Background: an optimization exercise with open tools, aiming at small area. Do not read the settings as production practice.
Only simulation tests tie the RTL to the original design; equivalence was not proved.
Power figures rest on the tool's default switching activity, not on a simulated workload.

==> flow/design.v (outline; a module is shown in full before it is edited, if it fits) <==
// module a21o_cell: 5 lines
// module and2_cell: 5 lines
// module dsel_cell: 7 lines
// module fa_cell: 6 lines
// module nand3_cell: 5 lines
// module or2_cell: 5 lines
// module sel2_cell: 5 lines
// module sel3_cell: 5 lines
// module xnor2_cell: 5 lines
// module xor2_cell: 5 lines
// module sparse_matrix_mul: 2115 lines
module sparse_matrix_mul(clk,m1i1,m1i2,m1i3,m1i4,m2c1,m2c2,m2c3,m2c4,m2c5, m2c6, m2c7, m2c8, m2c9, m2c10, m2c11, m2c12, m2c13, m2c14, m2c15, m2c16, f11, f12, f13, f14, f21, f22, f23, f24, f31, f32, f33, f34, f41, f42, f43, f44, o1,o2,o3,o4);
  // ...
==> flow/flow/run.sh <==
#!/bin/bash
# Standard ORFS layout (the standard.sh, unchanged) with two placement/CTS options:
#  - port buffers use the smallest buffer (buf_1) instead of buffer_ports' default pick
#  - CTS with clkbuf_8, clusters of up to 25 flops, without dummy loads
set -euo pipefail
export BUFFER_PORTS_ARGS="-buffer_cell sky130_fd_sc_hd__buf_1"
export CTS_ARGS="-sink_clustering_enable -repair_clock_nets -buf_list sky130_fd_sc_hd__clkbuf_8 -sink_clustering_size 25 -sink_clustering_max_diameter 120 -dont_use_dummy_load"
bash standard.sh > standard.log 2>&1
==> flow/standard.sh <==
#!/bin/bash
# synth_recipe.tcl (not shown) runs the flow's synth.tcl, then flattens the netlist and writes it again
# the make line also repeats each setting of config.mk as NAME=value (left out here)
make -C /OpenROAD-flow-scripts/flow DESIGN_CONFIG=/design/flow/config.mk WORK_HOME=/design/flow/orfs CLKGATE_MAP_FILE= SYNTH_SCRIPT=/design/flow/synth_recipe.tcl "${@:-finish}"
==> flow/config.mk <==
export PLATFORM = sky130hd
export DESIGN_NAME = sparse_matrix_mul
export DESIGN_NICKNAME = sparse_matrix_mul
export VERILOG_FILES = /design/flow/design.v
export SDC_FILE = /design/flow/constraint.sdc
export NUM_CORES = 4
export LEC_CHECK = 0
export CAP_MARGIN = 20
export CORE_MARGIN = 2
export CORE_UTILIZATION = 40
export GPL_TIMING_DRIVEN = 0
export SLEW_MARGIN = 20
export SYNTH_HIERARCHICAL = 1
==> flow/constraint.sdc <==
create_clock -name core_clock -period 5.0 [get_ports {clk}]
set_input_delay 1.0000 -clock core_clock [delete_from_list [all_inputs] [get_ports {clk}]]
set_output_delay 1.0000 -clock core_clock [all_outputs]
set_load 0.01 [all_outputs]
==> reports/metrics.cfg, run 1 <==
[final_layout]
nFillCells=3073
nMultiInputCombCells=996
multi_input_area_share=0.701

[global_routing]
grt_max_degree=35
met1_usage=0.303
grt_pass1_wl_mm=60.9
grt_usage=0.216

[yosys]
synth.cell_area_mm2=0.0133
avgSynthCellArea_um2=11.4
synth-edff-count=0
synth_top_cells_by_area=fa_1 27%, dfxtp_1 21%, a222oi_1 18%
synthTopCellsByCount=240 x a222oi_1, 180 x fa_1, 156 x xor2_1, 140 x dfxtp_1, 96 x and3b_1
ys_types=13

[critical_path]
endpoint_kind=flop
setup.worst_path.class=in -> reg
reg2reg_to=s32[8]
crit_chain=buf_8 > xor2_4 > a21o_4 > a21o_1 > a21o_1 > xor2_4 > a222oi_1 > fa_1 > fa_1 > fa_1 > fa_1 > fa_1 > xnor2_1

[clocking]
root_buffer=clkbuf_8
cts.sinks=140
htreeDepth=4

[timing]
finalWorstSetupSlack_ns=0.0922
worstMarginPinSlew_ns=0.992
fin_tns_setup_ns=0
fin_skew_ns=0.0357

[hold_path]
min_to=s34[8]

[floorplan]
tapCellCount=442

[route]
drc_errors=0

[status]
status=finished clean

==> run 2, diff against run 1 <==
--- a/flow/design.v
+++ b/flow/design.v
@@ -8,12 +8,15 @@
   output y;
   assign y = a & b;
 endmodule
-module dsel_cell(lo, hi, f, s1, s2, s3);
-  input lo, hi, f;
-  output s1, s2, s3;
-  assign s1 = f & lo & ~hi;
-  assign s2 = f & ~lo & hi;
-  assign s3 = f & lo & hi;
+module and3_cell(a, b, c, y);
+  input a, b, c;
+  output y;
+  assign y = a & b & c;
+endmodule
+module and3b_cell(an, b, c, y);
+  input an, b, c;
+  output y;
+  assign y = ~an & b & c;
 endmodule
 module fa_cell(a, b, c, s, co);
   input a, b, c;
@@ -1333,7 +1336,9 @@
   a21o_cell u_t4_22(t4_19, t4_18, t4_21, t4_22);
   xor2_cell u_t4_23(m1i4[7], m1i4[6], t4_23);
   xor2_cell u_t4_24(t4_23, t4_22, t4_24);
-  dsel_cell u_p11_1(m2c1[0], m2c1[1], f11, p11_1, p11_2, p11_3);
+  and3b_cell u_p11_1(m2c1[1], m2c1[0], f11, p11_1);
+  and3b_cell u_p11_2(m2c1[0], m2c1[1], f11, p11_2);
+  and3_cell u_p11_3(m2c1[0], m2c1[1], f11, p11_3);
   sel2_cell u_p11_4(p11_1, p11_3, m1i1[0], p11_4);
   sel3_cell u_p11_5(p11_1, m1i1[1], p11_2, m1i1[0], p11_3, t1[1], p11_5);
   sel3_cell u_p11_6(p11_1, m1i1[2], p11_2, m1i1[1], p11_3, t1[2], p11_6);
@@ -1342,14 +1347,18 @@
   sel3_cell u_p11_9(p11_1, m1i1[5], p11_2, m1i1[4], p11_3, t1[5], p11_9);
   sel3_cell u_p11_10(p11_1, m1i1[6], p11_2, m1i1[5], p11_3, t1[6], p11_10);
   sel3_cell u_p11_11(p11_1, m1i1[7], p11_2, m1i1[6], p11_3, t1[7], p11_11);
-  dsel_cell u_p11_12(m2c1[2], m2c1[3], f11, p11_12, p11_13, p11_14);
+  and3b_cell u_p11_12(m2c1[3], m2c1[2], f11, p11_12);
+  and3b_cell u_p11_13(m2c1[2], m2c1[3], f11, p11_13);
+  and3_cell u_p11_14(m2c1[2], m2c1[3], f11, p11_14);
   sel2_cell u_p11_15(p11_12, p11_14, m1i1[0], p11_15);
   sel3_cell u_p11_16(p11_12, m1i1[1], p11_13, m1i1[0], p11_14, t1[1], p11_16);
   sel3_cell u_p11_17(p11_12, m1i1[2], p11_13, m1i1[1], p11_14, t1[2], p11_17);
   sel3_cell u_p11_18(p11_12, m1i1[3], p11_13, m1i1[2], p11_14, t1[3], p11_18);
   sel3_cell u_p11_19(p11_12, m1i1[4], p11_13, m1i1[3], p11_14, t1[4], p11_19);
   sel3_cell u_p11_20(p11_12, m1i1[5], p11_13, m1i1[4], p11_14, t1[5], p11_20);
-  dsel_cell u_p11_21(m2c1[4], m2c1[5], f11, p11_21, p11_22, p11_23);
+  and3b_cell u_p11_21(m2c1[5], m2c1[4], f11, p11_21);
+  and3b_cell u_p11_22(m2c1[4], m2c1[5], f11, p11_22);
+  and3_cell u_p11_23(m2c1[4], m2c1[5], f11, p11_23);
   sel2_cell u_p11_24(p11_21, p11_23, m1i1[0], p11_24);
   sel3_cell u_p11_25(p11_21, m1i1[1], p11_22, m1i1[0], p11_23, t1[1], p11_25);
   sel3_cell u_p11_26(p11_21, m1i1[2], p11_22, m1i1[1], p11_23, t1[2], p11_26);
@@ -1376,7 +1385,9 @@
   xor2_cell u_p11_53(p11_11, p11_52, p11_53);
   xor2_cell u_p11_54(p11_53, p11_46, p11_54);
   xnor2_cell u_p11_55(p11_54, p11_48, p11_55);
-  dsel_cell u_p12_1(m2c2[0], m2c2[1], f12, p12_1, p12_2, p12_3);
+  and3b_cell u_p12_1(m2c2[1], m2c2[0], f12, p12_1);
+  and3b_cell u_p12_2(m2c2[0], m2c2[1], f12, p12_2);
+  and3_cell u_p12_3(m2c2[0], m2c2[1], f12, p12_3);
   sel2_cell u_p12_4(p12_1, p12_3, m1i1[0], p12_4);
   sel3_cell u_p12_5(p12_1, m1i1[1], p12_2, m1i1[0], p12_3, t1[1], p12_5);
   sel3_cell u_p12_6(p12_1, m1i1[2], p12_2, m1i1[1], p12_3, t1[2], p12_6);
@@ -1385,14 +1396,18 @@
   sel3_cell u_p12_9(p12_1, m1i1[5], p12_2, m1i1[4], p12_3, t1[5], p12_9);
   sel3_cell u_p12_10(p12_1, m1i1[6], p12_2, m1i1[5], p12_3, t1[6], p12_10);
   sel3_cell u_p12_11(p12_1, m1i1[7], p12_2, m1i1[6], p12_3, t1[7], p12_11);
-  dsel_cell u_p12_12(m2c2[2], m2c2[3], f12, p12_12, p12_13, p12_14);
+  and3b_cell u_p12_12(m2c2[3], m2c2[2], f12, p12_12);
+  and3b_cell u_p12_13(m2c2[2], m2c2[3], f12, p12_13);
+  and3_cell u_p12_14(m2c2[2], m2c2[3], f12, p12_14);
   sel2_cell u_p12_15(p12_12, p12_14, m1i1[0], p12_15);
   sel3_cell u_p12_16(p12_12, m1i1[1], p12_13, m1i1[0], p12_14, t1[1], p12_16);
   sel3_cell u_p12_17(p12_12, m1i1[2], p12_13, m1i1[1], p12_14, t1[2], p12_17);
   sel3_cell u_p12_18(p12_12, m1i1[3], p12_13, m1i1[2], p12_14, t1[3], p12_18);
   sel3_cell u_p12_19(p12_12, m1i1[4], p12_13, m1i1[3], p12_14, t1[4], p12_19);
   sel3_cell u_p12_20(p12_12, m1i1[5], p12_13, m1i1[4], p12_14, t1[5], p12_20);
-  dsel_cell u_p12_21(m2c2[4], m2c2[5], f12, p12_21, p12_22, p12_23);
+  and3b_cell u_p12_21(m2c2[5], m2c2[4], f12, p12_21);
+  and3b_cell u_p12_22(m2c2[4], m2c2[5], f12, p12_22);
+  and3_cell u_p12_23(m2c2[4], m2c2[5], f12, p12_23);
   sel2_cell u_p12_24(p12_21, p12_23, m1i1[0], p12_24);
   sel3_cell u_p12_25(p12_21, m1i1[1], p12_22, m1i1[0], p12_23, t1[1], p12_25);
   sel3_cell u_p12_26(p12_21, m1i1[2], p12_22, m1i1[1], p12_23, t1[2], p12_26);
@@ -1419,7 +1434,9 @@
   xor2_cell u_p12_53(p12_11, p12_52, p12_53);
   xor2_cell u_p12_54(p12_53, p12_46, p12_54);
   xnor2_cell u_p12_55(p12_54, p12_48, p12_55);
-  dsel_cell u_p13_1(m2c3[0], m2c3[1], f13, p13_1, p13_2, p13_3);
+  and3b_cell u_p13_1(m2c3[1], m2c3[0], f13, p13_1);
+  and3b_cell u_p13_2(m2c3[0], m2c3[1], f13, p13_2);
+  and3_cell u_p13_3(m2c3[0], m2c3[1], f13, p13_3);
   sel2_cell u_p13_4(p13_1, p13_3, m1i1[0], p13_4);
   sel3_cell u_p13_5(p13_1, m1i1[1], p13_2, m1i1[0], p13_3, t1[1], p13_5);
   sel3_cell u_p13_6(p13_1, m1i1[2], p13_2, m1i1[1], p13_3, t1[2], p13_6);
@@ -1428,14 +1445,18 @@
   sel3_cell u_p13_9(p13_1, m1i1[5], p13_2, m1i1[4], p13_3, t1[5], p13_9);
   sel3_cell u_p13_10(p13_1, m1i1[6], p13_2, m1i1[5], p13_3, t1[6], p13_10);
   sel3_cell u_p13_11(p13_1, m1i1[7], p13_2, m1i1[6], p13_3, t1[7], p13_11);
-  dsel_cell u_p13_12(m2c3[2], m2c3[3], f13, p13_12, p13_13, p13_14);
+  and3b_cell u_p13_12(m2c3[3], m2c3[2], f13, p13_12);
+  and3b_cell u_p13_13(m2c3[2], m2c3[3], f13, p13_13);
+  and3_cell u_p13_14(m2c3[2], m2c3[3], f13, p13_14);
   sel2_cell u_p13_15(p13_12, p13_14, m1i1[0], p13_15);
   sel3_cell u_p13_16(p13_12, m1i1[1], p13_13, m1i1[0], p13_14, t1[1], p13_16);
   sel3_cell u_p13_17(p13_12, m1i1[2], p13_13, m1i1[1], p13_14, t1[2], p13_17);
   sel3_cell u_p13_18(p13_12, m1i1[3], p13_13, m1i1[2], p13_14, t1[3], p13_18);
   sel3_cell u_p13_19(p13_12, m1i1[4], p13_13, m1i1[3], p13_14, t1[4], p13_19);
   sel3_cell u_p13_20(p13_12, m1i1[5], p13_13, m1i1[4], p13_14, t1[5], p13_20);
-  dsel_cell u_p13_21(m2c3[4], m2c3[5], f13, p13_21, p13_22, p13_23);
+  and3b_cell u_p13_21(m2c3[5], m2c3[4], f13, p13_21);
+  and3b_cell u_p13_22(m2c3[4], m2c3[5], f13, p13_22);
+  and3_cell u_p13_23(m2c3[4], m2c3[5], f13, p13_23);
   sel2_cell u_p13_24(p13_21, p13_23, m1i1[0], p13_24);
   sel3_cell u_p13_25(p13_21, m1i1[1], p13_22, m1i1[0], p13_23, t1[1], p13_25);
   sel3_cell u_p13_26(p13_21, m1i1[2], p13_22, m1i1[1], p13_23, t1[2], p13_26);
@@ -1462,7 +1483,9 @@
   xor2_cell u_p13_53(p13_11, p13_52, p13_53);
   xor2_cell u_p13_54(p13_53, p13_46, p13_54);
   xnor2_cell u_p13_55(p13_54, p13_48, p13_55);
-  dsel_cell u_p14_1(m2c4[0], m2c4[1], f14, p14_1, p14_2, p14_3);
+  and3b_cell u_p14_1(m2c4[1], m2c4[0], f14, p14_1);
+  and3b_cell u_p14_2(m2c4[0], m2c4[1], f14, p14_2);
+  and3_cell u_p14_3(m2c4[0], m2c4[1], f14, p14_3);
   sel2_cell u_p14_4(p14_1, p14_3, m1i1[0], p14_4);
   sel3_cell u_p14_5(p14_1, m1i1[1], p14_2, m1i1[0], p14_3, t1[1], p14_5);
   sel3_cell u_p14_6(p14_1, m1i1[2], p14_2, m1i1[1], p14_3, t1[2], p14_6);
@@ -1471,14 +1494,18 @@
   sel3_cell u_p14_9(p14_1, m1i1[5], p14_2, m1i1[4], p14_3, t1[5], p14_9);
   sel3_cell u_p14_10(p14_1, m1i1[6], p14_2, m1i1[5], p14_3, t1[6], p14_10);
   sel3_cell u_p14_11(p14_1, m1i1[7], p14_2, m1i1[6], p14_3, t1[7], p14_11);
-  dsel_cell u_p14_12(m2c4[2], m2c4[3], f14, p14_12, p14_13, p14_14);
+  and3b_cell u_p14_12(m2c4[3], m2c4[2], f14, p14_12);
+  and3b_cell u_p14_13(m2c4[2], m2c4[3], f14, p14_13);
+  and3_cell u_p14_14(m2c4[2], m2c4[3], f14, p14_14);
   sel2_cell u_p14_15(p14_12, p14_14, m1i1[0], p14_15);
   sel3_cell u_p14_16(p14_12, m1i1[1], p14_13, m1i1[0], p14_14, t1[1], p14_16);
   sel3_cell u_p14_17(p14_12, m1i1[2], p14_13, m1i1[1], p14_14, t1[2], p14_17);
   sel3_cell u_p14_18(p14_12, m1i1[3], p14_13, m1i1[2], p14_14, t1[3], p14_18);
   sel3_cell u_p14_19(p14_12, m1i1[4], p14_13, m1i1[3], p14_14, t1[4], p14_19);
   sel3_cell u_p14_20(p14_12, m1i1[5], p14_13, m1i1[4], p14_14, t1[5], p14_20);
-  dsel_cell u_p14_21(m2c4[4], m2c4[5], f14, p14_21, p14_22, p14_23);
+  and3b_cell u_p14_21(m2c4[5], m2c4[4], f14, p14_21);
+  and3b_cell u_p14_22(m2c4[4], m2c4[5], f14, p14_22);
+  and3_cell u_p14_23(m2c4[4], m2c4[5], f14, p14_23);
   sel2_cell u_p14_24(p14_21, p14_23, m1i1[0], p14_24);
   sel3_cell u_p14_25(p14_21, m1i1[1], p14_22, m1i1[0], p14_23, t1[1], p14_25);
   sel3_cell u_p14_26(p14_21, m1i1[2], p14_22, m1i1[1], p14_23, t1[2], p14_26);
@@ -1505,7 +1532,9 @@
   xor2_cell u_p14_53(p14_11, p14_52, p14_53);
   xor2_cell u_p14_54(p14_53, p14_46, p14_54);
   xnor2_cell u_p14_55(p14_54, p14_48, p14_55);
-  dsel_cell u_p21_1(m2c5[0], m2c5[1], f21, p21_1, p21_2, p21_3);
+  and3b_cell u_p21_1(m2c5[1], m2c5[0], f21, p21_1);
+  and3b_cell u_p21_2(m2c5[0], m2c5[1], f21, p21_2);
+  and3_cell u_p21_3(m2c5[0], m2c5[1], f21, p21_3);
   sel2_cell u_p21_4(p21_1, p21_3, m1i2[0], p21_4);
   sel3_cell u_p21_5(p21_1, m1i2[1], p21_2, m1i2[0], p21_3, t2[1], p21_5);
   sel3_cell u_p21_6(p21_1, m1i2[2], p21_2, m1i2[1], p21_3, t2[2], p21_6);
@@ -1514,14 +1543,18 @@
   sel3_cell u_p21_9(p21_1, m1i2[5], p21_2, m1i2[4], p21_3, t2[5], p21_9);
   sel3_cell u_p21_10(p21_1, m1i2[6], p21_2, m1i2[5], p21_3, t2[6], p21_10);
   sel3_cell u_p21_11(p21_1, m1i2[7], p21_2, m1i2[6], p21_3, t2[7], p21_11);
-  dsel_cell u_p21_12(m2c5[2], m2c5[3], f21, p21_12, p21_13, p21_14);
+  and3b_cell u_p21_12(m2c5[3], m2c5[2], f21, p21_12);
+  and3b_cell u_p21_13(m2c5[2], m2c5[3], f21, p21_13);
+  and3_cell u_p21_14(m2c5[2], m2c5[3], f21, p21_14);
   sel2_cell u_p21_15(p21_12, p21_14, m1i2[0], p21_15);
   sel3_cell u_p21_16(p21_12, m1i2[1], p21_13, m1i2[0], p21_14, t2[1], p21_16);
   sel3_cell u_p21_17(p21_12, m1i2[2], p21_13, m1i2[1], p21_14, t2[2], p21_17);
   sel3_cell u_p21_18(p21_12, m1i2[3], p21_13, m1i2[2], p21_14, t2[3], p21_18);
   sel3_cell u_p21_19(p21_12, m1i2[4], p21_13, m1i2[3], p21_14, t2[4], p21_19);
   sel3_cell u_p21_20(p21_12, m1i2[5], p21_13, m1i2[4], p21_14, t2[5], p21_20);
-  dsel_cell u_p21_21(m2c5[4], m2c5[5], f21, p21_21, p21_22, p21_23);
+  and3b_cell u_p21_21(m2c5[5], m2c5[4], f21, p21_21);
+  and3b_cell u_p21_22(m2c5[4], m2c5[5], f21, p21_22);
+  and3_cell u_p21_23(m2c5[4], m2c5[5], f21, p21_23);
   sel2_cell u_p21_24(p21_21, p21_23, m1i2[0], p21_24);
   sel3_cell u_p21_25(p21_21, m1i2[1], p21_22, m1i2[0], p21_23, t2[1], p21_25);
   sel3_cell u_p21_26(p21_21, m1i2[2], p21_22, m1i2[1], p21_23, t2[2], p21_26);
@@ -1557,7 +1590,9 @@
   fa_cell u_p21_66(s11[5], p21_41, p21_65, p21_66, p21_67);
   fa_cell u_p21_68(s11[6], p21_47, p21_67, p21_68, p21_69);
   fa_cell u_p21_70(s11[7], p21_55, p21_69, p21_70, p21_71);
-  dsel_cell u_p22_1(m2c6[0], m2c6[1], f22, p22_1, p22_2, p22_3);
+  and3b_cell u_p22_1(m2c6[1], m2c6[0], f22, p22_1);
+  and3b_cell u_p22_2(m2c6[0], m2c6[1], f22, p22_2);
+  and3_cell u_p22_3(m2c6[0], m2c6[1], f22, p22_3);
   sel2_cell u_p22_4(p22_1, p22_3, m1i2[0], p22_4);
   sel3_cell u_p22_5(p22_1, m1i2[1], p22_2, m1i2[0], p22_3, t2[1], p22_5);
   sel3_cell u_p22_6(p22_1, m1i2[2], p22_2, m1i2[1], p22_3, t2[2], p22_6);
@@ -1566,14 +1601,18 @@
   sel3_cell u_p22_9(p22_1, m1i2[5], p22_2, m1i2[4], p22_3, t2[5], p22_9);
   sel3_cell u_p22_10(p22_1, m1i2[6], p22_2, m1i2[5], p22_3, t2[6], p22_10);
   sel3_cell u_p22_11(p22_1, m1i2[7], p22_2, m1i2[6], p22_3, t2[7], p22_11);
-  dsel_cell u_p22_12(m2c6[2], m2c6[3], f22, p22_12, p22_13, p22_14);
+  and3b_cell u_p22_12(m2c6[3], m2c6[2], f22, p22_12);
+  and3b_cell u_p22_13(m2c6[2], m2c6[3], f22, p22_13);
+  and3_cell u_p22_14(m2c6[2], m2c6[3], f22, p22_14);
   sel2_cell u_p22_15(p22_12, p22_14, m1i2[0], p22_15);
   sel3_cell u_p22_16(p22_12, m1i2[1], p22_13, m1i2[0], p22_14, t2[1], p22_16);
   sel3_cell u_p22_17(p22_12, m1i2[2], p22_13, m1i2[1], p22_14, t2[2], p22_17);
   sel3_cell u_p22_18(p22_12, m1i2[3], p22_13, m1i2[2], p22_14, t2[3], p22_18);
   sel3_cell u_p22_19(p22_12, m1i2[4], p22_13, m1i2[3], p22_14, t2[4], p22_19);
   sel3_cell u_p22_20(p22_12, m1i2[5], p22_13, m1i2[4], p22_14, t2[5], p22_20);
-  dsel_cell u_p22_21(m2c6[4], m2c6[5], f22, p22_21, p22_22, p22_23);
+  and3b_cell u_p22_21(m2c6[5], m2c6[4], f22, p22_21);
+  and3b_cell u_p22_22(m2c6[4], m2c6[5], f22, p22_22);
+  and3_cell u_p22_23(m2c6[4], m2c6[5], f22, p22_23);
   sel2_cell u_p22_24(p22_21, p22_23, m1i2[0], p22_24);
   sel3_cell u_p22_25(p22_21, m1i2[1], p22_22, m1i2[0], p22_23, t2[1], p22_25);
   sel3_cell u_p22_26(p22_21, m1i2[2], p22_22, m1i2[1], p22_23, t2[2], p22_26);
@@ -1609,7 +1648,9 @@
   fa_cell u_p22_66(s12[5], p22_41, p22_65, p22_66, p22_67);
   fa_cell u_p22_68(s12[6], p22_47, p22_67, p22_68, p22_69);
   fa_cell u_p22_70(s12[7], p22_55, p22_69, p22_70, p22_71);
-  dsel_cell u_p23_1(m2c7[0], m2c7[1], f23, p23_1, p23_2, p23_3);
+  and3b_cell u_p23_1(m2c7[1], m2c7[0], f23, p23_1);
+  and3b_cell u_p23_2(m2c7[0], m2c7[1], f23, p23_2);
+  and3_cell u_p23_3(m2c7[0], m2c7[1], f23, p23_3);
   sel2_cell u_p23_4(p23_1, p23_3, m1i2[0], p23_4);
   sel3_cell u_p23_5(p23_1, m1i2[1], p23_2, m1i2[0], p23_3, t2[1], p23_5);
   sel3_cell u_p23_6(p23_1, m1i2[2], p23_2, m1i2[1], p23_3, t2[2], p23_6);
@@ -1618,14 +1659,18 @@
   sel3_cell u_p23_9(p23_1, m1i2[5], p23_2, m1i2[4], p23_3, t2[5], p23_9);
   sel3_cell u_p23_10(p23_1, m1i2[6], p23_2, m1i2[5], p23_3, t2[6], p23_10);
   sel3_cell u_p23_11(p23_1, m1i2[7], p23_2, m1i2[6], p23_3, t2[7], p23_11);
-  dsel_cell u_p23_12(m2c7[2], m2c7[3], f23, p23_12, p23_13, p23_14);
+  and3b_cell u_p23_12(m2c7[3], m2c7[2], f23, p23_12);
+  and3b_cell u_p23_13(m2c7[2], m2c7[3], f23, p23_13);
+  and3_cell u_p23_14(m2c7[2], m2c7[3], f23, p23_14);
   sel2_cell u_p23_15(p23_12, p23_14, m1i2[0], p23_15);
   sel3_cell u_p23_16(p23_12, m1i2[1], p23_13, m1i2[0], p23_14, t2[1], p23_16);
   sel3_cell u_p23_17(p23_12, m1i2[2], p23_13, m1i2[1], p23_14, t2[2], p23_17);
   sel3_cell u_p23_18(p23_12, m1i2[3], p23_13, m1i2[2], p23_14, t2[3], p23_18);
   sel3_cell u_p23_19(p23_12, m1i2[4], p23_13, m1i2[3], p23_14, t2[4], p23_19);
   sel3_cell u_p23_20(p23_12, m1i2[5], p23_13, m1i2[4], p23_14, t2[5], p23_20);
-  dsel_cell u_p23_21(m2c7[4], m2c7[5], f23, p23_21, p23_22, p23_23);
+  and3b_cell u_p23_21(m2c7[5], m2c7[4], f23, p23_21);
+  and3b_cell u_p23_22(m2c7[4], m2c7[5], f23, p23_22);
+  and3_cell u_p23_23(m2c7[4], m2c7[5], f23, p23_23);
   sel2_cell u_p23_24(p23_21, p23_23, m1i2[0], p23_24);
   sel3_cell u_p23_25(p23_21, m1i2[1], p23_22, m1i2[0], p23_23, t2[1], p23_25);
   sel3_cell u_p23_26(p23_21, m1i2[2], p23_22, m1i2[1], p23_23, t2[2], p23_26);
@@ -1661,7 +1706,9 @@
   fa_cell u_p23_66(s13[5], p23_41, p23_65, p23_66, p23_67);
   fa_cell u_p23_68(s13[6], p23_47, p23_67, p23_68, p23_69);
   fa_cell u_p23_70(s13[7], p23_55, p23_69, p23_70, p23_71);
-  dsel_cell u_p24_1(m2c8[0], m2c8[1], f24, p24_1, p24_2, p24_3);
+  and3b_cell u_p24_1(m2c8[1], m2c8[0], f24, p24_1);
+  and3b_cell u_p24_2(m2c8[0], m2c8[1], f24, p24_2);
+  and3_cell u_p24_3(m2c8[0], m2c8[1], f24, p24_3);
   sel2_cell u_p24_4(p24_1, p24_3, m1i2[0], p24_4);
   sel3_cell u_p24_5(p24_1, m1i2[1], p24_2, m1i2[0], p24_3, t2[1], p24_5);
   sel3_cell u_p24_6(p24_1, m1i2[2], p24_2, m1i2[1], p24_3, t2[2], p24_6);
@@ -1670,14 +1717,18 @@
   sel3_cell u_p24_9(p24_1, m1i2[5], p24_2, m1i2[4], p24_3, t2[5], p24_9);
   sel3_cell u_p24_10(p24_1, m1i2[6], p24_2, m1i2[5], p24_3, t2[6], p24_10);
   sel3_cell u_p24_11(p24_1, m1i2[7], p24_2, m1i2[6], p24_3, t2[7], p24_11);
-  dsel_cell u_p24_12(m2c8[2], m2c8[3], f24, p24_12, p24_13, p24_14);
+  and3b_cell u_p24_12(m2c8[3], m2c8[2], f24, p24_12);
+  and3b_cell u_p24_13(m2c8[2], m2c8[3], f24, p24_13);
+  and3_cell u_p24_14(m2c8[2], m2c8[3], f24, p24_14);
   sel2_cell u_p24_15(p24_12, p24_14, m1i2[0], p24_15);
   sel3_cell u_p24_16(p24_12, m1i2[1], p24_13, m1i2[0], p24_14, t2[1], p24_16);
   sel3_cell u_p24_17(p24_12, m1i2[2], p24_13, m1i2[1], p24_14, t2[2], p24_17);
   sel3_cell u_p24_18(p24_12, m1i2[3], p24_13, m1i2[2], p24_14, t2[3], p24_18);
   sel3_cell u_p24_19(p24_12, m1i2[4], p24_13, m1i2[3], p24_14, t2[4], p24_19);
   sel3_cell u_p24_20(p24_12, m1i2[5], p24_13, m1i2[4], p24_14, t2[5], p24_20);
-  dsel_cell u_p24_21(m2c8[4], m2c8[5], f24, p24_21, p24_22, p24_23);
+  and3b_cell u_p24_21(m2c8[5], m2c8[4], f24, p24_21);
+  and3b_cell u_p24_22(m2c8[4], m2c8[5], f24, p24_22);
+  and3_cell u_p24_23(m2c8[4], m2c8[5], f24, p24_23);
   sel2_cell u_p24_24(p24_21, p24_23, m1i2[0], p24_24);
   sel3_cell u_p24_25(p24_21, m1i2[1], p24_22, m1i2[0], p24_23, t2[1], p24_25);
   sel3_cell u_p24_26(p24_21, m1i2[2], p24_22, m1i2[1], p24_23, t2[2], p24_26);
@@ -1713,7 +1764,9 @@
   fa_cell u_p24_66(s14[5], p24_41, p24_65, p24_66, p24_67);
   fa_cell u_p24_68(s14[6], p24_47, p24_67, p24_68, p24_69);
   fa_cell u_p24_70(s14[7], p24_55, p24_69, p24_70, p24_71);
-  dsel_cell u_p31_1(m2c9[0], m2c9[1], f31, p31_1, p31_2, p31_3);
+  and3b_cell u_p31_1(m2c9[1], m2c9[0], f31, p31_1);
+  and3b_cell u_p31_2(m2c9[0], m2c9[1], f31, p31_2);
+  and3_cell u_p31_3(m2c9[0], m2c9[1], f31, p31_3);
   sel2_cell u_p31_4(p31_1, p31_3, m1i3[0], p31_4);
   sel3_cell u_p31_5(p31_1, m1i3[1], p31_2, m1i3[0], p31_3, t3[1], p31_5);
   sel3_cell u_p31_6(p31_1, m1i3[2], p31_2, m1i3[1], p31_3, t3[2], p31_6);
@@ -1722,14 +1775,18 @@
   sel3_cell u_p31_9(p31_1, m1i3[5], p31_2, m1i3[4], p31_3, t3[5], p31_9);
   sel3_cell u_p31_10(p31_1, m1i3[6], p31_2, m1i3[5], p31_3, t3[6], p31_10);
   sel3_cell u_p31_11(p31_1, m1i3[7], p31_2, m1i3[6], p31_3, t3[7], p31_11);
-  dsel_cell u_p31_12(m2c9[2], m2c9[3], f31, p31_12, p31_13, p31_14);
+  and3b_cell u_p31_12(m2c9[3], m2c9[2], f31, p31_12);
+  and3b_cell u_p31_13(m2c9[2], m2c9[3], f31, p31_13);
+  and3_cell u_p31_14(m2c9[2], m2c9[3], f31, p31_14);
   sel2_cell u_p31_15(p31_12, p31_14, m1i3[0], p31_15);
   sel3_cell u_p31_16(p31_12, m1i3[1], p31_13, m1i3[0], p31_14, t3[1], p31_16);
   sel3_cell u_p31_17(p31_12, m1i3[2], p31_13, m1i3[1], p31_14, t3[2], p31_17);
   sel3_cell u_p31_18(p31_12, m1i3[3], p31_13, m1i3[2], p31_14, t3[3], p31_18);
   sel3_cell u_p31_19(p31_12, m1i3[4], p31_13, m1i3[3], p31_14, t3[4], p31_19);
   sel3_cell u_p31_20(p31_12, m1i3[5], p31_13, m1i3[4], p31_14, t3[5], p31_20);
-  dsel_cell u_p31_21(m2c9[4], m2c9[5], f31, p31_21, p31_22, p31_23);
+  and3b_cell u_p31_21(m2c9[5], m2c9[4], f31, p31_21);
+  and3b_cell u_p31_22(m2c9[4], m2c9[5], f31, p31_22);
+  and3_cell u_p31_23(m2c9[4], m2c9[5], f31, p31_23);
   sel2_cell u_p31_24(p31_21, p31_23, m1i3[0], p31_24);
   sel3_cell u_p31_25(p31_21, m1i3[1], p31_22, m1i3[0], p31_23, t3[1], p31_25);
   sel3_cell u_p31_26(p31_21, m1i3[2], p31_22, m1i3[1], p31_23, t3[2], p31_26);
@@ -1766,7 +1823,9 @@
   fa_cell u_p31_68(s21[6], p31_47, p31_67, p31_68, p31_69);
   fa_cell u_p31_70(s21[7], p31_55, p31_69, p31_70, p31_71);
   xnor2_cell u_p31_72(s21[8], p31_71, p31_72);
-  dsel_cell u_p32_1(m2c10[0], m2c10[1], f32, p32_1, p32_2, p32_3);
+  and3b_cell u_p32_1(m2c10[1], m2c10[0], f32, p32_1);
+  and3b_cell u_p32_2(m2c10[0], m2c10[1], f32, p32_2);
+  and3_cell u_p32_3(m2c10[0], m2c10[1], f32, p32_3);
   sel2_cell u_p32_4(p32_1, p32_3, m1i3[0], p32_4);
   sel3_cell u_p32_5(p32_1, m1i3[1], p32_2, m1i3[0], p32_3, t3[1], p32_5);
   sel3_cell u_p32_6(p32_1, m1i3[2], p32_2, m1i3[1], p32_3, t3[2], p32_6);
@@ -1775,14 +1834,18 @@
   sel3_cell u_p32_9(p32_1, m1i3[5], p32_2, m1i3[4], p32_3, t3[5], p32_9);
   sel3_cell u_p32_10(p32_1, m1i3[6], p32_2, m1i3[5], p32_3, t3[6], p32_10);
   sel3_cell u_p32_11(p32_1, m1i3[7], p32_2, m1i3[6], p32_3, t3[7], p32_11);
-  dsel_cell u_p32_12(m2c10[2], m2c10[3], f32, p32_12, p32_13, p32_14);
+  and3b_cell u_p32_12(m2c10[3], m2c10[2], f32, p32_12);
+  and3b_cell u_p32_13(m2c10[2], m2c10[3], f32, p32_13);
+  and3_cell u_p32_14(m2c10[2], m2c10[3], f32, p32_14);
   sel2_cell u_p32_15(p32_12, p32_14, m1i3[0], p32_15);
   sel3_cell u_p32_16(p32_12, m1i3[1], p32_13, m1i3[0], p32_14, t3[1], p32_16);
   sel3_cell u_p32_17(p32_12, m1i3[2], p32_13, m1i3[1], p32_14, t3[2], p32_17);
   sel3_cell u_p32_18(p32_12, m1i3[3], p32_13, m1i3[2], p32_14, t3[3], p32_18);
   sel3_cell u_p32_19(p32_12, m1i3[4], p32_13, m1i3[3], p32_14, t3[4], p32_19);
   sel3_cell u_p32_20(p32_12, m1i3[5], p32_13, m1i3[4], p32_14, t3[5], p32_20);
-  dsel_cell u_p32_21(m2c10[4], m2c10[5], f32, p32_21, p32_22, p32_23);
+  and3b_cell u_p32_21(m2c10[5], m2c10[4], f32, p32_21);
+  and3b_cell u_p32_22(m2c10[4], m2c10[5], f32, p32_22);
+  and3_cell u_p32_23(m2c10[4], m2c10[5], f32, p32_23);
   sel2_cell u_p32_24(p32_21, p32_23, m1i3[0], p32_24);
   sel3_cell u_p32_25(p32_21, m1i3[1], p32_22, m1i3[0], p32_23, t3[1], p32_25);
   sel3_cell u_p32_26(p32_21, m1i3[2], p32_22, m1i3[1], p32_23, t3[2], p32_26);
@@ -1819,7 +1882,9 @@
   fa_cell u_p32_68(s22[6], p32_47, p32_67, p32_68, p32_69);
   fa_cell u_p32_70(s22[7], p32_55, p32_69, p32_70, p32_71);
   xnor2_cell u_p32_72(s22[8], p32_71, p32_72);
-  dsel_cell u_p33_1(m2c11[0], m2c11[1], f33, p33_1, p33_2, p33_3);
+  and3b_cell u_p33_1(m2c11[1], m2c11[0], f33, p33_1);
+  and3b_cell u_p33_2(m2c11[0], m2c11[1], f33, p33_2);
+  and3_cell u_p33_3(m2c11[0], m2c11[1], f33, p33_3);
   sel2_cell u_p33_4(p33_1, p33_3, m1i3[0], p33_4);
   sel3_cell u_p33_5(p33_1, m1i3[1], p33_2, m1i3[0], p33_3, t3[1], p33_5);
   sel3_cell u_p33_6(p33_1, m1i3[2], p33_2, m1i3[1], p33_3, t3[2], p33_6);
@@ -1828,14 +1893,18 @@
   sel3_cell u_p33_9(p33_1, m1i3[5], p33_2, m1i3[4], p33_3, t3[5], p33_9);
   sel3_cell u_p33_10(p33_1, m1i3[6], p33_2, m1i3[5], p33_3, t3[6], p33_10);
   sel3_cell u_p33_11(p33_1, m1i3[7], p33_2, m1i3[6], p33_3, t3[7], p33_11);
-  dsel_cell u_p33_12(m2c11[2], m2c11[3], f33, p33_12, p33_13, p33_14);
+  and3b_cell u_p33_12(m2c11[3], m2c11[2], f33, p33_12);
+  and3b_cell u_p33_13(m2c11[2], m2c11[3], f33, p33_13);
+  and3_cell u_p33_14(m2c11[2], m2c11[3], f33, p33_14);
   sel2_cell u_p33_15(p33_12, p33_14, m1i3[0], p33_15);
   sel3_cell u_p33_16(p33_12, m1i3[1], p33_13, m1i3[0], p33_14, t3[1], p33_16);
   sel3_cell u_p33_17(p33_12, m1i3[2], p33_13, m1i3[1], p33_14, t3[2], p33_17);
   sel3_cell u_p33_18(p33_12, m1i3[3], p33_13, m1i3[2], p33_14, t3[3], p33_18);
   sel3_cell u_p33_19(p33_12, m1i3[4], p33_13, m1i3[3], p33_14, t3[4], p33_19);
   sel3_cell u_p33_20(p33_12, m1i3[5], p33_13, m1i3[4], p33_14, t3[5], p33_20);
-  dsel_cell u_p33_21(m2c11[4], m2c11[5], f33, p33_21, p33_22, p33_23);
+  and3b_cell u_p33_21(m2c11[5], m2c11[4], f33, p33_21);
+  and3b_cell u_p33_22(m2c11[4], m2c11[5], f33, p33_22);
+  and3_cell u_p33_23(m2c11[4], m2c11[5], f33, p33_23);
   sel2_cell u_p33_24(p33_21, p33_23, m1i3[0], p33_24);
   sel3_cell u_p33_25(p33_21, m1i3[1], p33_22, m1i3[0], p33_23, t3[1], p33_25);
   sel3_cell u_p33_26(p33_21, m1i3[2], p33_22, m1i3[1], p33_23, t3[2], p33_26);
@@ -1872,7 +1941,9 @@
   fa_cell u_p33_68(s23[6], p33_47, p33_67, p33_68, p33_69);
   fa_cell u_p33_70(s23[7], p33_55, p33_69, p33_70, p33_71);
   xnor2_cell u_p33_72(s23[8], p33_71, p33_72);
-  dsel_cell u_p34_1(m2c12[0], m2c12[1], f34, p34_1, p34_2, p34_3);
+  and3b_cell u_p34_1(m2c12[1], m2c12[0], f34, p34_1);
+  and3b_cell u_p34_2(m2c12[0], m2c12[1], f34, p34_2);
+  and3_cell u_p34_3(m2c12[0], m2c12[1], f34, p34_3);
   sel2_cell u_p34_4(p34_1, p34_3, m1i3[0], p34_4);
   sel3_cell u_p34_5(p34_1, m1i3[1], p34_2, m1i3[0], p34_3, t3[1], p34_5);
   sel3_cell u_p34_6(p34_1, m1i3[2], p34_2, m1i3[1], p34_3, t3[2], p34_6);
@@ -1881,14 +1952,18 @@
   sel3_cell u_p34_9(p34_1, m1i3[5], p34_2, m1i3[4], p34_3, t3[5], p34_9);
   sel3_cell u_p34_10(p34_1, m1i3[6], p34_2, m1i3[5], p34_3, t3[6], p34_10);
   sel3_cell u_p34_11(p34_1, m1i3[7], p34_2, m1i3[6], p34_3, t3[7], p34_11);
-  dsel_cell u_p34_12(m2c12[2], m2c12[3], f34, p34_12, p34_13, p34_14);
+  and3b_cell u_p34_12(m2c12[3], m2c12[2], f34, p34_12);
+  and3b_cell u_p34_13(m2c12[2], m2c12[3], f34, p34_13);
+  and3_cell u_p34_14(m2c12[2], m2c12[3], f34, p34_14);
   sel2_cell u_p34_15(p34_12, p34_14, m1i3[0], p34_15);
   sel3_cell u_p34_16(p34_12, m1i3[1], p34_13, m1i3[0], p34_14, t3[1], p34_16);
   sel3_cell u_p34_17(p34_12, m1i3[2], p34_13, m1i3[1], p34_14, t3[2], p34_17);
   sel3_cell u_p34_18(p34_12, m1i3[3], p34_13, m1i3[2], p34_14, t3[3], p34_18);
   sel3_cell u_p34_19(p34_12, m1i3[4], p34_13, m1i3[3], p34_14, t3[4], p34_19);
   sel3_cell u_p34_20(p34_12, m1i3[5], p34_13, m1i3[4], p34_14, t3[5], p34_20);
-  dsel_cell u_p34_21(m2c12[4], m2c12[5], f34, p34_21, p34_22, p34_23);
+  and3b_cell u_p34_21(m2c12[5], m2c12[4], f34, p34_21);
+  and3b_cell u_p34_22(m2c12[4], m2c12[5], f34, p34_22);
+  and3_cell u_p34_23(m2c12[4], m2c12[5], f34, p34_23);
   sel2_cell u_p34_24(p34_21, p34_23, m1i3[0], p34_24);
   sel3_cell u_p34_25(p34_21, m1i3[1], p34_22, m1i3[0], p34_23, t3[1], p34_25);
   sel3_cell u_p34_26(p34_21, m1i3[2], p34_22, m1i3[1], p34_23, t3[2], p34_26);
@@ -1925,7 +2000,9 @@
   fa_cell u_p34_68(s24[6], p34_47, p34_67, p34_68, p34_69);
   fa_cell u_p34_70(s24[7], p34_55, p34_69, p34_70, p34_71);
   xnor2_cell u_p34_72(s24[8], p34_71, p34_72);
-  dsel_cell u_p41_1(m2c13[0], m2c13[1], f41, p41_1, p41_2, p41_3);
+  and3b_cell u_p41_1(m2c13[1], m2c13[0], f41, p41_1);
+  and3b_cell u_p41_2(m2c13[0], m2c13[1], f41, p41_2);
+  and3_cell u_p41_3(m2c13[0], m2c13[1], f41, p41_3);
   sel2_cell u_p41_4(p41_1, p41_3, m1i4[0], p41_4);
   sel3_cell u_p41_5(p41_1, m1i4[1], p41_2, m1i4[0], p41_3, t4[1], p41_5);
   sel3_cell u_p41_6(p41_1, m1i4[2], p41_2, m1i4[1], p41_3, t4[2], p41_6);
@@ -1934,14 +2011,18 @@
   sel3_cell u_p41_9(p41_1, m1i4[5], p41_2, m1i4[4], p41_3, t4[5], p41_9);
   sel3_cell u_p41_10(p41_1, m1i4[6], p41_2, m1i4[5], p41_3, t4[6], p41_10);
   sel3_cell u_p41_11(p41_1, m1i4[7], p41_2, m1i4[6], p41_3, t4[7], p41_11);
-  dsel_cell u_p41_12(m2c13[2], m2c13[3], f41, p41_12, p41_13, p41_14);
+  and3b_cell u_p41_12(m2c13[3], m2c13[2], f41, p41_12);
+  and3b_cell u_p41_13(m2c13[2], m2c13[3], f41, p41_13);
+  and3_cell u_p41_14(m2c13[2], m2c13[3], f41, p41_14);
   sel2_cell u_p41_15(p41_12, p41_14, m1i4[0], p41_15);
   sel3_cell u_p41_16(p41_12, m1i4[1], p41_13, m1i4[0], p41_14, t4[1], p41_16);
   sel3_cell u_p41_17(p41_12, m1i4[2], p41_13, m1i4[1], p41_14, t4[2], p41_17);
   sel3_cell u_p41_18(p41_12, m1i4[3], p41_13, m1i4[2], p41_14, t4[3], p41_18);
   sel3_cell u_p41_19(p41_12, m1i4[4], p41_13, m1i4[3], p41_14, t4[4], p41_19);
   sel3_cell u_p41_20(p41_12, m1i4[5], p41_13, m1i4[4], p41_14, t4[5], p41_20);
-  dsel_cell u_p41_21(m2c13[4], m2c13[5], f41, p41_21, p41_22, p41_23);
+  and3b_cell u_p41_21(m2c13[5], m2c13[4], f41, p41_21);
+  and3b_cell u_p41_22(m2c13[4], m2c13[5], f41, p41_22);
+  and3_cell u_p41_23(m2c13[4], m2c13[5], f41, p41_23);
   sel2_cell u_p41_24(p41_21, p41_23, m1i4[0], p41_24);
   sel3_cell u_p41_25(p41_21, m1i4[1], p41_22, m1i4[0], p41_23, t4[1], p41_25);
   sel3_cell u_p41_26(p41_21, m1i4[2], p41_22, m1i4[1], p41_23, t4[2], p41_26);
@@ -1978,7 +2059,9 @@
   fa_cell u_p41_68(s31[6], p41_47, p41_67, p41_68, p41_69);
   fa_cell u_p41_70(s31[7], p41_55, p41_69, p41_70, p41_71);
   xor2_cell u_p41_72(s31[8], p41_71, p41_72);
-  dsel_cell u_p42_1(m2c14[0], m2c14[1], f42, p42_1, p42_2, p42_3);
+  and3b_cell u_p42_1(m2c14[1], m2c14[0], f42, p42_1);
+  and3b_cell u_p42_2(m2c14[0], m2c14[1], f42, p42_2);
+  and3_cell u_p42_3(m2c14[0], m2c14[1], f42, p42_3);
   sel2_cell u_p42_4(p42_1, p42_3, m1i4[0], p42_4);
   sel3_cell u_p42_5(p42_1, m1i4[1], p42_2, m1i4[0], p42_3, t4[1], p42_5);
   sel3_cell u_p42_6(p42_1, m1i4[2], p42_2, m1i4[1], p42_3, t4[2], p42_6);
@@ -1987,14 +2070,18 @@
   sel3_cell u_p42_9(p42_1, m1i4[5], p42_2, m1i4[4], p42_3, t4[5], p42_9);
   sel3_cell u_p42_10(p42_1, m1i4[6], p42_2, m1i4[5], p42_3, t4[6], p42_10);
   sel3_cell u_p42_11(p42_1, m1i4[7], p42_2, m1i4[6], p42_3, t4[7], p42_11);
-  dsel_cell u_p42_12(m2c14[2], m2c14[3], f42, p42_12, p42_13, p42_14);
+  and3b_cell u_p42_12(m2c14[3], m2c14[2], f42, p42_12);
+  and3b_cell u_p42_13(m2c14[2], m2c14[3], f42, p42_13);
+  and3_cell u_p42_14(m2c14[2], m2c14[3], f42, p42_14);
   sel2_cell u_p42_15(p42_12, p42_14, m1i4[0], p42_15);
   sel3_cell u_p42_16(p42_12, m1i4[1], p42_13, m1i4[0], p42_14, t4[1], p42_16);
   sel3_cell u_p42_17(p42_12, m1i4[2], p42_13, m1i4[1], p42_14, t4[2], p42_17);
   sel3_cell u_p42_18(p42_12, m1i4[3], p42_13, m1i4[2], p42_14, t4[3], p42_18);
   sel3_cell u_p42_19(p42_12, m1i4[4], p42_13, m1i4[3], p42_14, t4[4], p42_19);
   sel3_cell u_p42_20(p42_12, m1i4[5], p42_13, m1i4[4], p42_14, t4[5], p42_20);
-  dsel_cell u_p42_21(m2c14[4], m2c14[5], f42, p42_21, p42_22, p42_23);
+  and3b_cell u_p42_21(m2c14[5], m2c14[4], f42, p42_21);
+  and3b_cell u_p42_22(m2c14[4], m2c14[5], f42, p42_22);
+  and3_cell u_p42_23(m2c14[4], m2c14[5], f42, p42_23);
   sel2_cell u_p42_24(p42_21, p42_23, m1i4[0], p42_24);
   sel3_cell u_p42_25(p42_21, m1i4[1], p42_22, m1i4[0], p42_23, t4[1], p42_25);
   sel3_cell u_p42_26(p42_21, m1i4[2], p42_22, m1i4[1], p42_23, t4[2], p42_26);
@@ -2031,7 +2118,9 @@
   fa_cell u_p42_68(s32[6], p42_47, p42_67, p42_68, p42_69);
   fa_cell u_p42_70(s32[7], p42_55, p42_69, p42_70, p42_71);
   xor2_cell u_p42_72(s32[8], p42_71, p42_72);
-  dsel_cell u_p43_1(m2c15[0], m2c15[1], f43, p43_1, p43_2, p43_3);
+  and3b_cell u_p43_1(m2c15[1], m2c15[0], f43, p43_1);
+  and3b_cell u_p43_2(m2c15[0], m2c15[1], f43, p43_2);
+  and3_cell u_p43_3(m2c15[0], m2c15[1], f43, p43_3);
   sel2_cell u_p43_4(p43_1, p43_3, m1i4[0], p43_4);
   sel3_cell u_p43_5(p43_1, m1i4[1], p43_2, m1i4[0], p43_3, t4[1], p43_5);
   sel3_cell u_p43_6(p43_1, m1i4[2], p43_2, m1i4[1], p43_3, t4[2], p43_6);
@@ -2040,14 +2129,18 @@
   sel3_cell u_p43_9(p43_1, m1i4[5], p43_2, m1i4[4], p43_3, t4[5], p43_9);
   sel3_cell u_p43_10(p43_1, m1i4[6], p43_2, m1i4[5], p43_3, t4[6], p43_10);
   sel3_cell u_p43_11(p43_1, m1i4[7], p43_2, m1i4[6], p43_3, t4[7], p43_11);
-  dsel_cell u_p43_12(m2c15[2], m2c15[3], f43, p43_12, p43_13, p43_14);
+  and3b_cell u_p43_12(m2c15[3], m2c15[2], f43, p43_12);
+  and3b_cell u_p43_13(m2c15[2], m2c15[3], f43, p43_13);
+  and3_cell u_p43_14(m2c15[2], m2c15[3], f43, p43_14);
   sel2_cell u_p43_15(p43_12, p43_14, m1i4[0], p43_15);
   sel3_cell u_p43_16(p43_12, m1i4[1], p43_13, m1i4[0], p43_14, t4[1], p43_16);
   sel3_cell u_p43_17(p43_12, m1i4[2], p43_13, m1i4[1], p43_14, t4[2], p43_17);
   sel3_cell u_p43_18(p43_12, m1i4[3], p43_13, m1i4[2], p43_14, t4[3], p43_18);
   sel3_cell u_p43_19(p43_12, m1i4[4], p43_13, m1i4[3], p43_14, t4[4], p43_19);
   sel3_cell u_p43_20(p43_12, m1i4[5], p43_13, m1i4[4], p43_14, t4[5], p43_20);
-  dsel_cell u_p43_21(m2c15[4], m2c15[5], f43, p43_21, p43_22, p43_23);
+  and3b_cell u_p43_21(m2c15[5], m2c15[4], f43, p43_21);
+  and3b_cell u_p43_22(m2c15[4], m2c15[5], f43, p43_22);
+  and3_cell u_p43_23(m2c15[4], m2c15[5], f43, p43_23);
   sel2_cell u_p43_24(p43_21, p43_23, m1i4[0], p43_24);
   sel3_cell u_p43_25(p43_21, m1i4[1], p43_22, m1i4[0], p43_23, t4[1], p43_25);
   sel3_cell u_p43_26(p43_21, m1i4[2], p43_22, m1i4[1], p43_23, t4[2], p43_26);
@@ -2084,7 +2177,9 @@
   fa_cell u_p43_68(s33[6], p43_47, p43_67, p43_68, p43_69);
   fa_cell u_p43_70(s33[7], p43_55, p43_69, p43_70, p43_71);
   xor2_cell u_p43_72(s33[8], p43_71, p43_72);
-  dsel_cell u_p44_1(m2c16[0], m2c16[1], f44, p44_1, p44_2, p44_3);
+  and3b_cell u_p44_1(m2c16[1], m2c16[0], f44, p44_1);
+  and3b_cell u_p44_2(m2c16[0], m2c16[1], f44, p44_2);
+  and3_cell u_p44_3(m2c16[0], m2c16[1], f44, p44_3);
   sel2_cell u_p44_4(p44_1, p44_3, m1i4[0], p44_4);
   sel3_cell u_p44_5(p44_1, m1i4[1], p44_2, m1i4[0], p44_3, t4[1], p44_5);
   sel3_cell u_p44_6(p44_1, m1i4[2], p44_2, m1i4[1], p44_3, t4[2], p44_6);
@@ -2093,14 +2188,18 @@
   sel3_cell u_p44_9(p44_1, m1i4[5], p44_2, m1i4[4], p44_3, t4[5], p44_9);
   sel3_cell u_p44_10(p44_1, m1i4[6], p44_2, m1i4[5], p44_3, t4[6], p44_10);
   sel3_cell u_p44_11(p44_1, m1i4[7], p44_2, m1i4[6], p44_3, t4[7], p44_11);
-  dsel_cell u_p44_12(m2c16[2], m2c16[3], f44, p44_12, p44_13, p44_14);
+  and3b_cell u_p44_12(m2c16[3], m2c16[2], f44, p44_12);
+  and3b_cell u_p44_13(m2c16[2], m2c16[3], f44, p44_13);
+  and3_cell u_p44_14(m2c16[2], m2c16[3], f44, p44_14);
   sel2_cell u_p44_15(p44_12, p44_14, m1i4[0], p44_15);
   sel3_cell u_p44_16(p44_12, m1i4[1], p44_13, m1i4[0], p44_14, t4[1], p44_16);
   sel3_cell u_p44_17(p44_12, m1i4[2], p44_13, m1i4[1], p44_14, t4[2], p44_17);
   sel3_cell u_p44_18(p44_12, m1i4[3], p44_13, m1i4[2], p44_14, t4[3], p44_18);
   sel3_cell u_p44_19(p44_12, m1i4[4], p44_13, m1i4[3], p44_14, t4[4], p44_19);
   sel3_cell u_p44_20(p44_12, m1i4[5], p44_13, m1i4[4], p44_14, t4[5], p44_20);
-  dsel_cell u_p44_21(m2c16[4], m2c16[5], f44, p44_21, p44_22, p44_23);
+  and3b_cell u_p44_21(m2c16[5], m2c16[4], f44, p44_21);
+  and3b_cell u_p44_22(m2c16[4], m2c16[5], f44, p44_22);
+  and3_cell u_p44_23(m2c16[4], m2c16[5], f44, p44_23);
   sel2_cell u_p44_24(p44_21, p44_23, m1i4[0], p44_24);
   sel3_cell u_p44_25(p44_21, m1i4[1], p44_22, m1i4[0], p44_23, t4[1], p44_25);
   sel3_cell u_p44_26(p44_21, m1i4[2], p44_22, m1i4[1], p44_23, t4[2], p44_26);
==> flow/flow/run.sh (replaced) <==
#!/bin/bash
# Standard ORFS layout (the standard.sh, unchanged) with two placement/CTS options:
#  - port buffers use the smallest buffer (buf_1) instead of buffer_ports' default pick
#  - CTS with clkbuf_8 and without dummy loads
set -euo pipefail
export BUFFER_PORTS_ARGS="-buffer_cell sky130_fd_sc_hd__buf_1"
export CTS_ARGS="-sink_clustering_enable -repair_clock_nets -buf_list sky130_fd_sc_hd__clkbuf_8 -dont_use_dummy_load"
bash standard.sh > standard.log 2>&1
--- a/flow/config.mk
+++ b/flow/config.mk
@@ -7,7 +7,8 @@
 export LEC_CHECK = 0
 export CAP_MARGIN = 20
 export CORE_MARGIN = 2
-export CORE_UTILIZATION = 40
+export CORE_UTILIZATION = 60
 export GPL_TIMING_DRIVEN = 0
+export PLACE_DENSITY = 0.7
 export SLEW_MARGIN = 20
 export SYNTH_HIERARCHICAL = 1
==> reports/metrics.cfg, run 2 <==
[power_and_ir_drop]
p_per_area_mw_per_mm2=330  ; was 326 mW/mm^2
vdd_ir_drop_max_mv=0.180  ; was 0.154 mV
p_int_mw=2.97  ; was 2.98 mW
swShare=0.405  ; was 0.406
pwr-share-clk=0.132  ; was 0.133
leakagePower_nw=5.12  ; was 5.10 nW
seqPwrFrac=0.374  ; was 0.372
p_switching_mw=2.02  ; was 2.03 mW
p_comb_frac=0.494  ; was 0.495

[clocking]
ctsHoldBuffers=0  ; unchanged
cts_setup_buffers=0  ; unchanged
clock_path_buffers=2  ; unchanged
htreeDepth=4  ; unchanged
path_clk_slew_ns=0.09  ; was 0.06 ns
cts_tree=built  ; unchanged
clk_latency_ns=0.45  ; about the same
cts_buffers=17  ; unchanged
root_buffer=clkbuf_8  ; unchanged
cts.sinks=140  ; unchanged

[critical_path]
worstPathRequired_ns=5.32  ; was 5.33 ns
critPathMaxStageDelay_ns=0.54  ; was 0.49 ns
crit_chain=buf_8 > xor2_4 > a21o_4 > a21o_4 > a21o_4 > xor2_4 > a222oi_1 > fa_1 > fa_1 > fa_1 > fa_1 > fa_1 > xor2_1  ; was buf_8 > xor2_4 > a21o_4 > a21o_1 > a21o_1 > xor2_4 > a222oi_1 > fa_1 > fa_1 > fa_1 > fa_1 > fa_1 > xnor2_1
crit_family=adder cells  ; unchanged
worst-path-buf-inv=1  ; unchanged
cp.arrival_ns=5.20  ; was 5.24 ns
critical_path.startpoint=m1i4[1]  ; was m1i3[1]
rr_startpoint=s32[0]  ; was s22[0]
crit_path_top_delay_cell=fa_1  ; unchanged
setup.worst_path.class=in -> reg  ; unchanged
cpMostUsedCell=fa_1  ; unchanged
cp-start-kind=input pin  ; unchanged
endpoint_kind=flop  ; unchanged
cp_max_fo=32  ; unchanged

[yosys]
synth_top_cells_by_area=fa_1 27%, dfxtp_1 21%, a222oi_1 18%  ; unchanged
yosys_most_used_dff=dfxtp_1  ; unchanged
ys_types=13  ; unchanged
avgSynthCellArea_um2=11.4  ; about the same
synthTopCellsByCount=240 x a222oi_1, 180 x fa_1, 156 x xor2_1, 140 x dfxtp_1, 96 x and3b_1  ; unchanged
synth.largest_area_cell=fa_1  ; unchanged
synth_warnings=7  ; unchanged
synth_most_common_cell=a222oi_1  ; unchanged
async_reset_ff_frac=0  ; unchanged
synth-edff-count=0  ; unchanged
synth-seq-cells=140  ; unchanged
synth.cell_area_mm2=0.0132  ; was 0.0133 mm^2
yosysSeqAreaShare=0.212  ; was 0.211
synth_nets=1521  ; unchanged
netlist.area_leader.share=0.272  ; was 0.271
syn_inst=1164  ; unchanged

[floorplan]
die_w_um=153  ; was 186 um
start_util=0.609  ; was 0.408
chipHeight_um=153  ; was 186 um
coreArea_mm2=0.0218  ; was 0.0326 mm^2
die_area_mm2=0.0233  ; was 0.0347 mm^2
rows=54  ; was 66
ioPinCount=213  ; unchanged

[global_routing]
antenna_found_initial=2  ; unchanged
grt_pass1_vias=11000  ; was 11200
gr-total-overflow=0  ; unchanged
grt_pass1_wl_mm=57.8  ; was 60.9 mm
grt_usage=0.306  ; was 0.216
grt_max_degree=35  ; unchanged

[final_layout]
multi_input_area_mm2=0.0107  ; was 0.0108 mm^2
drive_gt1_frac=0.0517  ; was 0.0833
final_common_cell=a222oi_1  ; unchanged
nets=1752  ; unchanged
syn_to_final_growth_pct=14.3  ; was 15.6%
antennaDiodeCount=0  ; was 1
seq_area_mm2=0.00280  ; unchanged
layout_common_cells=240 x a222oi_1, 193 x buf_1, 179 x fa_1  ; was 240 x a222oi_1, 193 x buf_1, 180 x fa_1
final_util=0.696  ; was 0.472
nFillCells=1753  ; was 3073
layout.cells.non_filler=1673  ; was 1836

[route]
routed-via-count=11700  ; was 11500
viasPerCell=7.00  ; was 6.26
wire_per_inst_um=21.9  ; was 20.7 um
drt_iter0_drc=2720  ; was 2561
drc_errors=0  ; unchanged
finalWirelength_mm=36.6  ; was 37.9 mm
dr.pass1.iters=17  ; was 15
ant_nets=0  ; unchanged

[timing]
period_needed_ns=4.88  ; was 4.91 ns
finalSetupViolCount=0  ; unchanged
max_freq_mhz=205  ; was 204 MHz
hold_violations=0  ; unchanged
slew_headroom=0.187  ; was 0.339
fin_crit_sh=0.976  ; was 0.982
timing.hold.ws_ns=0.405  ; was 0.417 ns
fin_skew_ns=0.0280  ; was 0.0357 ns
grt_setup_unrepaired=no
drv_slew=0  ; unchanged
worstMarginPinSlew_ns=1.22  ; was 0.992 ns

[place]
post-dp-hpwl_mm=26.3  ; was 28.7 mm
place.gp.congestion=0.893  ; was 0.856
place_inst=1656  ; was 1818
io_buffers=212  ; unchanged

[hold_path]
hp-class=reg -> reg  ; unchanged
worstHoldStart=s34[8]  ; was s24[8]

[status]
status=finished clean  ; unchanged

[run]
cap_violations=0  ; unchanged

run 2: cell count changes after synthesis:
| cell | before | now |
|---|---|---|
| and3_2 | 48 | 0 |
| and3_1 | 0 | 48 |
run 2: power groups by stage:
stage | sequential, mW | clock (mW) | combinational, mW
global placement | 1.89 | 0 | 2.31
detailed placement | 1.90 | 0 | 2.37
floorplan | 1.91 | 0 | 1.52
global route | 1.91 | 0.721 | 2.79
finish | 1.87 | 0.659 | 2.46
CTS | 1.87 | 0.683 | 2.43
run 2: metal layers:
layer  track usage  wire length, um  up-vias
li1              -                -     5152
met1         0.418            14000     5584
met2         0.496            17500      883
met3        0.0526             4130       84
met4         0.107              980        4
met5             0               23        -
run 2: kinds of logic (layout without fill, tap and decap cells):
family	Yosys count	after routing	synth area share
buffers and inverters	28	257	0.00794
xor gates and xnor gates	232	232	0.153
AOI/OAI and AO/OA	308	308	0.211
and+or+nand+nor	276	276	0.144
DFF	140	140	0.212
adders and majority gates	180	180	0.272
run 2: worst paths after layout:
path	slack [ns]	cells past startpoint	to
setup / recovery	0.12	13	o3[8]
hold / removal	0.41	1	o4[8]
setup reg to reg	1.41	9	o2[8]
hold reg to reg	0.41	1	o4[8]
run 2: layout make-up:
type,count,share of cell area
multi-input cells,996,0.710
flip-flops and latches,140,0.185
repair buffers,212,0.0594
well taps,280,0.0232
clock buffers,17,0.0155
inverters,28,0.00695
run 2: what timing repair did:
action,CTS,global route
setup endpoints to repair,36,24
pin swaps,0,8
gates resized for setup,49,40
run 2: per-module statistics from Yosys (local to each module, per instance):
module	cell area [um^2]	copies in the design	cells	flip-flops and latches
a21o_cell	7.51	20	1	0
and2_cell	6.26	24	1	0
and3_cell	6.26	48	1	0
and3b_cell	8.76	96	1	0
fa_cell	20.0	180	1	0
nand3_cell	5.00	48	1	0
or2_cell	6.26	60	1	0
sel2_cell	5.00	48	1	0
sel3_cell	10.0	240	1	0
sparse_matrix_mul	2910	1	168	140
xnor2_cell	8.76	76	1	0
xor2_cell	8.76	156	1	0
run 2: metrics by stage:
| stage | worst slack [ns] | cell area [um^2] | TNS, ns | total power [mW] |
|---|---|---|---|---|
| after floorplan | 0.175 | 13200 | 0 | 3.43 |
| after global placement | -1.69 | 14400 | -68.93 | 4.19 |
| after detailed placement | -1.09 | 14400 | -32.53 | 4.27 |
| after CTS | -0.0102 | 15000 | -0.0102 | 4.98 |
| after global routing | 0.00701 | 15100 | 0 | 5.42 |
| final | 0.119 | 15100 | 0 | 4.99 |
run 2: worst register-to-register path, delay by kind of cell, from the launching register on:
family	cells	cell delay, ns
xor gates and xnor gates	1	0.17
DFF	1	0.31
adders and majority gates	7	2.79
and+or+nand+nor	1	0.22
==> run 3, diff against run 2 <==
--- a/flow/config.mk
+++ b/flow/config.mk
@@ -7,8 +7,7 @@
 export LEC_CHECK = 0
 export CAP_MARGIN = 20
 export CORE_MARGIN = 2
-export CORE_UTILIZATION = 60
+export CORE_UTILIZATION = 40
 export GPL_TIMING_DRIVEN = 0
-export PLACE_DENSITY = 0.7
 export SLEW_MARGIN = 20
 export SYNTH_HIERARCHICAL = 1
==> reports/metrics.cfg, run 3 <==
[clocking]
path_clk_slew_ns=0.07  ; was 0.09 ns
cts.sinks=140  ; unchanged
cts_tree=built  ; unchanged
cts_buffers=17  ; unchanged
htreeDepth=4  ; unchanged
root_buffer=clkbuf_8  ; unchanged
clock_path_buffers=2  ; unchanged
clk_latency_ns=0.45  ; about the same

[timing]
fin_tns_setup_ns=0  ; unchanged
hold_violations=0  ; unchanged
finalWorstSetupSlack_ns=0.127  ; was 0.119 ns
worstMarginPinSlew_ns=1.02  ; was 1.22 ns
drv_slew=0  ; unchanged
fin_crit_sh=0.975  ; was 0.976
timing.hold.ws_ns=0.416  ; was 0.405 ns
fin_skew_ns=0.0290  ; was 0.0280 ns
period_needed_ns=4.87  ; was 4.88 ns

[critical_path]
worst-path-buf-inv=1  ; unchanged
crit_family=adder cells  ; unchanged
crit_chain=buf_8 > xor2_4 > a21o_4 > a21o_4 > a21o_1 > xor2_4 > a222oi_1 > fa_1 > fa_1 > fa_1 > fa_1 > fa_1 > xor2_1  ; was buf_8 > xor2_4 > a21o_4 > a21o_4 > a21o_4 > xor2_4 > a222oi_1 > fa_1 > fa_1 > fa_1 > fa_1 > fa_1 > xor2_1
cp-start-kind=input pin  ; unchanged
worstPathRequired_ns=5.32  ; about the same
critPathMaxStageDelay_ns=0.51  ; was 0.54 ns
cp.arrival_ns=5.20  ; about the same
endpoint_kind=flop  ; unchanged
setup.worst_path.class=in -> reg  ; unchanged
cpMostUsedCell=fa_1  ; unchanged

[route]
wl_met3_mm=3.89  ; was 4.13 mm
finalWirelength_mm=38.5  ; was 36.6 mm
dr.pass1.iters=13  ; was 17
ant_nets=0  ; unchanged
routed-via-count=11700  ; about the same
wl_met2_mm=17.8  ; was 17.5 mm
drc_errors=0  ; unchanged
wire_per_inst_um=21.0  ; was 21.9 um
top_layer=met5  ; unchanged
wl_met1_mm=16.3  ; was 14.0 mm

[place]
io_buffers=212  ; unchanged
place.gp.congestion=0.860  ; was 0.893
post-dp-hpwl_mm=28.7  ; was 26.3 mm
dp_slack_ns=-1.07  ; was -1.09 ns

[global_routing]
grt_pass1_vias=11200  ; was 11000
antenna_found_initial=3  ; was 2
gr-total-overflow=0  ; unchanged

[final_layout]
nets=1753  ; was 1752
syn_to_final_growth_pct=15.8  ; was 14.3%
drive_gt1_frac=0.0509  ; was 0.0517
nFillCells=3143  ; was 1753
final_common_cell=a222oi_1  ; unchanged

[status]
status=finished clean  ; unchanged

[yosys]
synth.largest_area_cell=fa_1  ; unchanged
synth_nets=1521  ; unchanged
synth.cell_area_mm2=0.0132  ; unchanged
synth_warnings=7  ; unchanged
syn_inst=1164  ; unchanged
synth-edff-count=0  ; unchanged
netlist.area_leader.share=0.272  ; unchanged
yosysSeqAreaShare=0.212  ; unchanged
synth-seq-cells=140  ; unchanged
ys_types=13  ; unchanged
synth_top_cells_by_area=fa_1 27%, dfxtp_1 21%, a222oi_1 18%  ; unchanged
synthTopCellsByCount=240 x a222oi_1, 180 x fa_1, 156 x xor2_1, 140 x dfxtp_1, 96 x and3b_1  ; unchanged

[floorplan]
start_util=0.407  ; was 0.609
chipHeight_um=186  ; was 153 um
ioPinCount=213  ; unchanged
die_area_mm2=0.0346  ; was 0.0233 mm^2
coreArea_mm2=0.0325  ; was 0.0218 mm^2

[power_and_ir_drop]
p_per_area_mw_per_mm2=329  ; was 330 mW/mm^2
vdd_ir_drop_max_mv=0.156  ; was 0.180 mV

[run]
cap_violations=0  ; unchanged

[hold_path]
hp-class=reg -> reg  ; unchanged

## run 3: routing by layer
layer | vias up | global-route usage
li1 | 5161 | -
met1 | 5713 | 0.312
met2 | 750 | 0.356
met3 | 47 | 0.0419
met4 | 6 | 0.0557
met5 | - | 0
## run 3: report_power, final
group | internal (mW) | total (mW) | switching [mW]
Clock | 0.299 | 0.662 | 0.363
Combinational | 1.08 | 2.53 | 1.45
Sequential | 1.62 | 1.86 | 0.237
## run 3: worst paths after layout
kind | from | endpoint | slack, ns | depth (start not counted)
setup / recovery | m1i4[1] | o4[8] | 0.13 | 13
hold / removal | s22[8] | s32[8] | 0.42 | 1
setup reg to reg | s32[0] | o2[8] | 1.43 | 9
hold reg to reg | s22[8] | s32[8] | 0.42 | 1
## run 3: modules after synthesis, one instance, submodules excluded, a selection
| module | flip-flops and latches | copies in the design | cell area [um^2] | cells |
|---|---|---|---|---|
| and3_cell | 0 | 48 | 6.26 | 1 |
| or2_cell | 0 | 60 | 6.26 | 1 |
| and3b_cell | 0 | 96 | 8.76 | 1 |
| sel3_cell | 0 | 240 | 10.0 | 1 |
| xor2_cell | 0 | 156 | 8.76 | 1 |
| nand3_cell | 0 | 48 | 5.00 | 1 |
| sparse_matrix_mul | 140 | 1 | 2910 | 168 |
| fa_cell | 0 | 180 | 20.0 | 1 |
| xnor2_cell | 0 | 76 | 8.76 | 1 |
| sel2_cell | 0 | 48 | 5.00 | 1 |
| a21o_cell | 0 | 20 | 7.51 | 1 |
## run 3: logic make-up after synthesis
logic type	share of synthesized area
compound gates	0.211
xor+xnor	0.153
fa+ha+maj	0.272
buf+inv	0.00794
flops	0.212
simple gates	0.144
## run 3: stage by stage
stage / power, mW / util / cells / cell area, um^2
finish: 5.05 / 0.471 / 1836 / 15300
global route: 5.52 / 0.471 / 1836 / 15300
CTS: 5.11 / 0.468 / 1836 / 15200
detailed placement: 4.38 / 0.451 / 1819 / 14700
global placement: 4.33 / 0.448 / 1818 / 14600
floorplan: 3.43 / - / 1164 / 13200
## run 3: final cells by class
cell class / instances / area, um^2 / share of cell area
Inverter: 28 / 105 / 0.00685
Tap cell: 442 / 553 / 0.0361
Multi-Input combinational cell: 996 / 10700 / 0.700
Clock buffer: 17 / 234 / 0.0153
Sequential cell: 140 / 2800 / 0.183
Timing Repair Buffer: 213 / 902 / 0.0588
## run 3: repair_timing
item,CTS,global route
pin swaps,0,6
gates resized for setup,52,30
endpoints found under the setup margin,36,24
hold buffers,0,0
endpoints found under the hold margin,0,0

Re-timed with assumed drivers on the ports (clkbuf_16 on the clock, buf_2 on other inputs), run 3 has 0.135 ns of setup slack against 0.127 ns with ideal ports, and -0.347 ns once port delays also move by the mid clock arrival of 0.482 ns.
